This is an optimization exercise on Yosys and OpenROAD, whose aim is small area, not a production implementation. Power and IR drop assume default switching activity.

## midside_axis_wrapper
module midside_axis_wrapper #
(
    parameter integer C_S_AXI_DATA_WIDTH = 32,
    parameter integer C_S_AXI_ADDR_WIDTH = 4,
    parameter integer C_AXIS_DATA_WIDTH  = 32
)
(
    input  wire aclk,
    input  wire aresetn,
    input  wire [C_S_AXI_ADDR_WIDTH-1:0]  s_axi_awaddr,
    input  wire [2:0]                     s_axi_awprot,
    input  wire                           s_axi_awvalid,
    output wire                           s_axi_awready,
    input  wire [C_S_AXI_DATA_WIDTH-1:0]  s_axi_wdata,
    input  wire [(C_S_AXI_DATA_WIDTH/8)-1:0] s_axi_wstrb,
    input  wire                           s_axi_wvalid,
    output wire                           s_axi_wready,
    output wire [1:0]                     s_axi_bresp,
    output wire                           s_axi_bvalid,
    input  wire                           s_axi_bready,
    input  wire [C_S_AXI_ADDR_WIDTH-1:0]  s_axi_araddr,
    input  wire [2:0]                     s_axi_arprot,
    input  wire                           s_axi_arvalid,
    output wire                           s_axi_arready,
    output wire [C_S_AXI_DATA_WIDTH-1:0]  s_axi_rdata,
    output wire [1:0]                     s_axi_rresp,
    output wire                           s_axi_rvalid,
    input  wire                           s_axi_rready,
    input  wire [C_AXIS_DATA_WIDTH-1:0] s_axis_tdata,
    input  wire                         s_axis_tvalid,
    output wire                         s_axis_tready,
    input  wire                         s_axis_tlast,
    output wire [C_AXIS_DATA_WIDTH-1:0] m_axis_tdata,
    output wire                         m_axis_tvalid,
    input  wire                         m_axis_tready,
    output wire                         m_axis_tlast
);
==> flow/config.mk <==
export PLATFORM = sky130hd
export DESIGN_NAME = midside_axis_wrapper
export DESIGN_NICKNAME = midside_axis_wrapper
export VERILOG_FILES = /design/flow/design.v
export SDC_FILE = /design/flow/constraint.sdc
export NUM_CORES = 4
export LEC_CHECK = 0
export CAP_MARGIN = 20
export CORE_MARGIN = 2
export CORE_UTILIZATION = 40
export SLEW_MARGIN = 20
==> flow/constraint.sdc <==
create_clock -name core_clock -period 5.0 [get_ports {aclk}]
set_input_delay 1.0000 -clock core_clock [delete_from_list [all_inputs] [get_ports {aclk}]]
set_output_delay 1.0000 -clock core_clock [all_outputs]
set_load 0.01 [all_outputs]
standard.sh (not shown) runs the stock make flow with config.mk's settings and CLKGATE_MAP_FILE= SYNTH_SCRIPT=/design/flow/synth_recipe.tcl, a recipe that flattens the netlist after the stock synthesis.
==> flow/flow/run.sh <==
#!/bin/bash
set -euo pipefail
bash standard.sh \
  "BUFFER_PORTS_ARGS=-buffer_cell sky130_fd_sc_hd__buf_1" \
  "CTS_ARGS=-sink_clustering_enable -repair_clock_nets -dont_use_dummy_load -buf_list {sky130_fd_sc_hd__clkbuf_4 sky130_fd_sc_hd__clkbuf_8}" \
  finish > flow_make.log 2>&1
The first run finished clean.
Edit:
--- a/flow/design.v
+++ b/flow/design.v
@@ -1,103 +1,98 @@
 `timescale 1ns / 1ps
 module ms_carry #(parameter integer K = 9) (
     input  wire [15:0] L,
     input  wire [15:0] R,
     output wire        c_sum,    
-    output wire        c_dec,    
     output wire        c_diff    
 );
     wire [K:0] cs, cd;
     assign cs[0] = 1'b0;
     assign cd[0] = 1'b1;
     genvar i;
     generate
         for (i = 0; i < K; i = i + 1) begin : g_c
             assign cs[i+1] = (L[i] & R[i])  | (cs[i] & (L[i] | R[i]));
             assign cd[i+1] = (L[i] & ~R[i]) | (cd[i] & (L[i] | ~R[i]));
         end
     endgenerate
     assign c_sum  = cs[K];
-    assign c_dec  = (L[0] ^ R[0]) & (|L[K-1:0]);
     assign c_diff = cd[K];
 endmodule
 module mid_side_core #(parameter integer K = 9) (
     input  wire        clk,
     input  wire        ce,
     input  wire        enable,
     input  wire [15:0] L,
     input  wire [15:0] R,
     output reg  [15:0] L_q,
     output reg  [15:0] R_q,
     output reg         enc_q,
-    output reg         cl0_q,    
-    output reg         cl1_q,    
+    output reg         cs_q,
     output reg         cd_q
 );
-    wire c_sum, c_dec, c_diff;
-    ms_carry #(.K(K)) u_carry (.L(L), .R(R), .c_sum(c_sum), .c_dec(c_dec), .c_diff(c_diff));
+    wire c_sum, c_diff;
+    ms_carry #(.K(K)) u_carry (.L(L), .R(R), .c_sum(c_sum), .c_diff(c_diff));
     always @(posedge clk) begin
         if (ce) begin
             L_q   <= L;
             R_q   <= R;
             enc_q <= enable;
-            cl0_q <= enable & c_sum;
-            cl1_q <= enable ? c_dec : c_sum;
+            cs_q  <= c_sum;
             cd_q  <= c_diff;
         end
     end
 endmodule
 `timescale 1ns / 1ps
 module mid_side_inverse #(parameter integer K = 9) (
     input  wire        clk,
     input  wire        ce,
     input  wire        enc,
     input  wire        dec,
     input  wire [15:0] L,
     input  wire [15:0] R,
-    input  wire        cl0_k,
-    input  wire        cl1_k,
+    input  wire        cs_k,
     input  wire        cd_k,
     output reg  [15:0] L_out,
     output reg  [15:0] R_out
 );
     wire [16:0] L_ext = {L[15], L};
     wire [16:0] R_ext = {R[15], R};
     wire        p     = L[0] ^ R[0];
     wire        pe     = p & enc & dec;
     wire        use_r  = ~(enc & dec) & (enc | dec);
     wire [16:0] addend = ({17{use_r}} & R_ext) | {17{pe}};
     wire [16:0] nR     = ~R_ext;
-    wire        cl_k   = dec ? cl1_k : cl0_k;
+    wire        cl_k   = (use_r & cs_k) | (pe & (|L[K-1:0]));
     wire [16:0] sum, diff;
     wire [17:0] cs, cd;
     genvar i;
     generate
         for (i = 0; i < 17; i = i + 1) begin : g_add
             if (i == 0) begin : g_c0
                 assign cs[0] = 1'b0;
                 assign cd[0] = 1'b1;
             end else if (i == K) begin : g_ck
                 assign cs[K] = cl_k;
                 assign cd[K] = cd_k;
             end else begin : g_cr
                 assign cs[i] = (L_ext[i-1] & addend[i-1]) | (cs[i-1] & (L_ext[i-1] ^ addend[i-1]));
                 assign cd[i] = (L_ext[i-1] & nR[i-1])     | (cd[i-1] & (L_ext[i-1] ^ nR[i-1]));
             end
             assign sum[i]  = L_ext[i] ^ addend[i] ^ cs[i];
             assign diff[i] = L_ext[i] ^ nR[i]     ^ cd[i];
         end
     endgenerate
-    wire        ovl  = (L[15] ~^ addend[15]) & (cs[15] ^ L[15]);
-    wire        ovr  = (L[15] ~^ nR[15])     & (cd[15] ^ L[15]);
-    wire [15:0] satl = {L[15], {15{~L[15]}}};
-    wire [15:0] satr = {L[15], {15{~L[15]}}};
+    wire        ovl  = sum[16]  ^ sum[15];
+    wire        ovr  = diff[16] ^ diff[15];
+    wire [15:0] satl = {sum[16],  {15{~sum[16]}}};
+    wire [15:0] satr = {diff[16], {15{~diff[16]}}};
     wire hold  = ~ce;
     wire l_shf = ce & ~dec &  enc;
     wire l_sum = ce & ~(~dec & enc) & ~ovl;
     wire l_sat = ce &  dec &  ovl;
     wire r_pas = ce & (dec == enc);
     wire r_shf = ce & ~dec &  enc;
     wire r_dif = ce &  dec & ~enc & ~ovr;
     wire r_sat = ce &  dec & ~enc &  ovr;
     always @(posedge clk) begin
         L_out <= ({16{hold}}  & L_out)      |
@@ -191,42 +186,40 @@
     assign s_axis_tready = ce;
     always @(posedge aclk) begin
         v1 <= aresetn & (ce ? s_axis_tvalid : v1);
         v2 <= aresetn & (ce ? v1 : v2);
         if (ce) begin
             l1 <= s_axis_tlast;
             l2 <= l1;
         end
     end
     wire [15:0] st1_L, st1_R;
-    wire        st1_enc, st1_cl0, st1_cl1, st1_cd;
+    wire        st1_enc, st1_cs, st1_cd;
     wire [15:0] out_L, out_R;
     mid_side_core u_stage1 (
         .clk    (aclk),
         .ce     (ce),
         .enable (enc),
         .L      (s_axis_tdata[31:16]),
         .R      (s_axis_tdata[15:0]),
         .L_q    (st1_L),
         .R_q    (st1_R),
         .enc_q  (st1_enc),
-        .cl0_q  (st1_cl0),
-        .cl1_q  (st1_cl1),
+        .cs_q   (st1_cs),
         .cd_q   (st1_cd)
     );
     mid_side_inverse u_stage2 (
         .clk    (aclk),
         .ce     (ce),
         .enc    (st1_enc),
         .dec    (dec),
         .L      (st1_L),
         .R      (st1_R),
-        .cl0_k  (st1_cl0),
-        .cl1_k  (st1_cl1),
+        .cs_k   (st1_cs),
         .cd_k   (st1_cd),
         .L_out  (out_L),
         .R_out  (out_R)
     );
     assign m_axis_tdata  = {out_L, out_R};
     assign m_axis_tvalid = v2;
     assign m_axis_tlast  = l2;
 endmodule
Effect: Combinational power came out higher by 13%; sequential power stays flat; fmax came out lower by 0.92%; power rose by 1.0%; worst hold slack got worse by 0.0031 ns; cell area barely changes; die area shrinks by 3.2%; utilization went up by 1.8 points; wire length hardly moves; clock power shrinks by about 0.7%; worst setup slack got worse by 0.044 ns; critical path depth decreases by 1; register-to-register slack degrades by 0.04 ns.
No run of this note included a check of the RTL's function; only the layout flow was run.

==> separate check: timing with driven ports <==
The flow's constraints put no driver on any port. The routed layouts listed below were extracted and timed again, unchanged, in two steps.
Step 1: set_driving_cell puts a clkbuf_16 on aclk and a buf_2 on each other input, an assumption about the parent block.
Step 2, shift: input delay + t, output delay - t, t = (earliest + latest rising clock arrival at the registers) / 2. This alone moves slack from input paths to output paths.
Three values: ideal ports, drivers, drivers and shift; two values: the first two.
| run | t (ns) | setup slack, ns | latest minus earliest clock arrival (ns) |
|---|---|---|---|
| the first run | 0.479 | 0.263 / 0.263 / 0.263 | 0.049 / 0.049 |
| the second run | 0.476 | 0.219 / 0.219 / 0.219 | 0.043 / 0.042 |
After both steps every run listed still meets setup and hold.
